Background: an optimization exercise with open tools, aiming at a short achievable clock period and few clock cycles. Do not read the settings as production practice. Function was checked by simulation only, so behaviour that the tests miss may differ from the original. Power figures rest on the tool's default switching activity, not on a simulated workload.

## exp/fjord
// mips
module mips(input         clk, reset,
            output [31:0] pc,
            input  [31:0] instr,
            output        memwrite,
            output [31:0] memaddr,
            output [31:0] memwritedata,
            input  [31:0] memreaddata);
clock: 10.5 ns
lec_check: 0
abc_clock_period_in_ps: 700
cap_margin: 20
core_margin: 2
core_utilization: 50
slew_margin: 20
standard.sh (not shown) runs the stock make flow with config.mk's settings and CLKGATE_MAP_FILE= SYNTH_SCRIPT=/design/flow/synth_recipe.tcl, a recipe that flattens the netlist after the stock synthesis.
==> flow/flow/run.sh <==
#!/bin/bash
set -eo pipefail
TARGET_NS=${TARGET_NS:-2.7}
export SETUP_SLACK_MARGIN=$(python3 -c "print(round($FLOW_PERIOD_NS - $TARGET_NS, 3))")
echo "SETUP_SLACK_MARGIN=$SETUP_SLACK_MARGIN" > run_settings.log
cp standard.sh standard_sh.txt
bash standard.sh > standard.log 2>&1
exp/fjord: done, clean on timing, DRC and antenna
Testbench counts of exp/fjord, summed over its fixed seeds: cycles 29,072.
#### Input delta (exp/umber over exp/fjord)
- a change of ABC_CLOCK_PERIOD_IN_PS from 700 to 1000
==> flow/flow/run.sh <==
#!/bin/bash
set -eo pipefail
TARGET_NS=${TARGET_NS:-3.0}
export SETUP_SLACK_MARGIN=$(python3 -c "print(round($FLOW_PERIOD_NS - $TARGET_NS, 3))")
echo "SETUP_SLACK_MARGIN=$SETUP_SLACK_MARGIN" > run_settings.log
cp standard.sh standard_sh.txt
bash standard.sh > standard.log 2>&1
[summary]
In the flow results for exp/umber and exp/fjord, the setup slack is larger on exp/fjord. Tightest hold margin across exp/umber and exp/fjord: no real change. Compared with exp/fjord, exp/umber shows a lower synthesis-to-finish area growth. Number of signal-net buffers in the layout: lower on exp/umber. Summary of exp/umber over exp/fjord: time the final worst path needs with I/O delays and setup +110 ps, power now sits lower. exp/fjord → exp/umber: static leakage went down by about 4.7%; share of total power in combinational logic now smaller; post-layout instance count excluding filler cells saw a decrease.


== run 1 ==
mips, a different RTL version from the one above (not shown whole).
For scale: ~160 I/O pins, about 0.092 mm² of cells after synthesis.
export LEC_CHECK = 0
export ABC_CLOCK_PERIOD_IN_PS = 2500
export CAP_MARGIN = 20
export CORE_MARGIN = 2
export CORE_UTILIZATION = 50
export SLEW_MARGIN = 20
create_clock -name core_clock -period 10.5 [get_ports {clk}]
==> flow/flow/run.sh <==
#!/bin/bash
set -eo pipefail
TARGET_NS=${TARGET_NS:-3.3}
export SETUP_SLACK_MARGIN=$(python3 -c "print(round($FLOW_PERIOD_NS - $TARGET_NS, 3))")
echo "SETUP_SLACK_MARGIN=$SETUP_SLACK_MARGIN" > run_settings.log
cp standard.sh standard_sh.txt
bash standard.sh > standard.log 2>&1
Run 1: all stages complete, timing, DRC and antenna checks passed
Testbench counts of run 1, summed over its fixed seeds: cycles 28,873.
Edits applied to the flow inputs when going from run 1 to run 2:
- ABC_CLOCK_PERIOD_IN_PS now 1000, was 2500
--- a/flow/flow/run.sh
+++ b/flow/flow/run.sh
@@ -3 +3 @@
-TARGET_NS=${TARGET_NS:-3.3}
+TARGET_NS=${TARGET_NS:-3.0}
Findings:
- The worst-case headroom to the max-slew limit in run 2 was lower than what run 1 gave.
- Run 2 reached the end of the flow, and the finished layout is clean on the timing, DRC and antenna checks.
- Total global routing track utilization | run 2 above run 1
- Of run 2 and run 1, run 1 shows the higher post-route clock period utilization, with run 2 below it.
- Of run 2 and run 1, run 1 shows the lower wire length per cell after detailed routing, with run 2 above it.


Setup of run A:
mips, a different RTL version from the one above (not shown whole).
Size: about 5,700 cells after synthesis, about 83,000 um2 of cells after synthesis.
export LEC_CHECK = 0
export ABC_CLOCK_PERIOD_IN_PS = 1000
export CAP_MARGIN = 20
export CORE_MARGIN = 2
export CORE_UTILIZATION = 50
export PLACE_DENSITY = 0.7
export SLEW_MARGIN = 20
create_clock -name core_clock -period 10.5 [get_ports {clk}]
==> flow/flow/run.sh <==
#!/bin/bash
set -eo pipefail
TARGET_NS=${TARGET_NS:-3.0}
export SETUP_SLACK_MARGIN=$(python3 -c "print(round($FLOW_PERIOD_NS - $TARGET_NS, 3))")
echo "SETUP_SLACK_MARGIN=$SETUP_SLACK_MARGIN" > run_settings.log
cp standard.sh standard_sh.txt
bash standard.sh > standard.log 2>&1
Run A went all the way through the flow, and no timing, DRC or antenna check failed.
Testbench counts of run A, summed over its fixed seeds: cycles 28,873.
Here is what was changed in the inputs of run B compared with run A.
==> flow/flow/run.sh <==
#!/bin/bash
set -eo pipefail
TARGET_NS=${TARGET_NS:-2.7}
export SETUP_SLACK_MARGIN=$(python3 -c "print(round($FLOW_PERIOD_NS - $TARGET_NS, 3))")
echo "SETUP_SLACK_MARGIN=$SETUP_SLACK_MARGIN" > run_settings.log
cp standard.sh standard_sh.txt
bash standard.sh > standard.log 2>&1
-- flow/config.mk --
<<< run A, line 7
export LEC_CHECK = 0
export ABC_CLOCK_PERIOD_IN_PS = 1000
export CAP_MARGIN = 20
>>> run B, line 7
export LEC_CHECK = 0
export ABC_CLOCK_PERIOD_IN_PS = 700
export CAP_MARGIN = 20
<<< run A, line 11
export CORE_UTILIZATION = 50
export PLACE_DENSITY = 0.7
export SLEW_MARGIN = 20
>>> run B, line 11
export CORE_UTILIZATION = 50
export SLEW_MARGIN = 20
[summary]
From run A to run B the numbers moved as follows: final routed wirelength across all metal layers picked up an extra 6.8%; critical path depth lost 1.
Post-CTS setup buffer count, run A and run B, lower one = run A.
Run B reports its capture point of the critical path as diff_m[28]$_DFF_P_ while run A reports maddr_m[29]$_DFF_P_.
Higher global routing usage on met1 was reported by run B, not run A.
Higher final core area utilization was reported by run B, not run A.
> inputs changed (run B -> run C)
==> flow/flow/run.sh <==
#!/bin/bash
set -eo pipefail
TARGET_NS=${TARGET_NS:-2.8}
export SETUP_SLACK_MARGIN=$(python3 -c "print(round($FLOW_PERIOD_NS - $TARGET_NS, 3))")
echo "SETUP_SLACK_MARGIN=$SETUP_SLACK_MARGIN" > run_settings.log
cp standard.sh standard_sh.txt
bash standard.sh > standard.log 2>&1
-- flow/config.mk --
<<< run B, line 7
export LEC_CHECK = 0
export ABC_CLOCK_PERIOD_IN_PS = 700
export CAP_MARGIN = 20
>>> run C, line 7
export LEC_CHECK = 0
export ABC_CLOCK_PERIOD_IN_PS = 500
export CAP_MARGIN = 20
<<< run B, line 11
export CORE_UTILIZATION = 50
export SLEW_MARGIN = 20
>>> run C, line 11
export CORE_UTILIZATION = 50
export CTS_CLUSTER_DIAMETER = 120
export CTS_CLUSTER_SIZE = 24
export SLEW_MARGIN = 20
## What came out
For run B and run C, there was not a single run that failed to finish clean.
Run C against run B: sequential share of power went up; wire length of the first global-routing pass down 2.4%; length of routed met3 wiring decreased by 2.7 mm relative to the old numbers.
Setup changes, run C to run D
==> flow/flow/run.sh <==
#!/bin/bash
set -eo pipefail
TARGET_NS=${TARGET_NS:-3.0}
export SETUP_SLACK_MARGIN=$(python3 -c "print(round($FLOW_PERIOD_NS - $TARGET_NS, 3))")
echo "SETUP_SLACK_MARGIN=$SETUP_SLACK_MARGIN" > run_settings.log
cp standard.sh standard_sh.txt
bash standard.sh > standard.log 2>&1
==> flow/config.mk <==
export PLATFORM = sky130hd
export DESIGN_NAME = mips
export DESIGN_NICKNAME = mips
export VERILOG_FILES = /design/flow/design.v
export SDC_FILE = /design/flow/constraint.sdc
export NUM_CORES = 4
export LEC_CHECK = 0
export ABC_CLOCK_PERIOD_IN_PS = 1000
export CAP_MARGIN = 20
export CORE_MARGIN = 2
export CORE_UTILIZATION = 50
export SLEW_MARGIN = 20
### Flow results
On slack of the worst reg-to-reg path, the lower figure sits with run C, not run D.
Every run (run C and run D) finished clean.
Run D against run C: met1 track demand over resource in global routing picked up an extra 0.71 points, sequential share of power saw a decrease, power in sequential cells shrank by about 0.7%, final-layout worst hold slack ~0 delta.
Run C ended up with sky130_fd_sc_hd__dfxtp_4 as its slowest library cell on the worst path; run D ended up with sky130_fd_sc_hd__a2111oi_4.
Critical path required time, run C and run D, lower one = run C.
Cmp run C and run D / final worst-path setup slack / higher: run D

[afterwards: timing with drivers on the ports]
No port has a modelled driver above. Below, the same layouts with a new extraction and two added sets of constraints.
Step 1 sets driving cells, clkbuf_16 on the clock port and buf_2 on the other inputs (assumed; they add their load-dependent delay and slew).
Step 2, shift: input delay + t, output delay - t, t = (earliest + latest rising clock arrival at the registers) / 2. This alone moves slack from input paths to output paths.
a / b / c = ideal / step 1 / step 2; a / b = the first two.
run | shift t [ns] | slack for setup (ns) | worst data-port slew with drivers (ns)
exp/fjord | 0.910 | 6.918 / 6.951 / 6.060 | 0.07
exp/umber | 0.903 | 6.812 / 6.860 / 5.957 | 0.08
run 1 | 0.948 | 6.785 / 6.785 / 6.298 | 0.05
run 2 | 0.951 | 6.916 / 6.916 / 6.224 | 0.09
run A | 0.898 | 6.811 / 6.811 / 6.142 | 0.20
run B | 0.936 | 6.869 / 6.869 / 6.133 | 0.04
run C | 0.825 | 6.860 / 6.860 / 6.239 | 0.05
run D | 0.909 | 6.901 / 6.901 / 6.119 | 0.05
After both steps every run listed still meets setup and hold. The setup slack of exp/fjord, which loses most, moves by +0.033 ns with the drivers and by -0.858 ns with both steps.
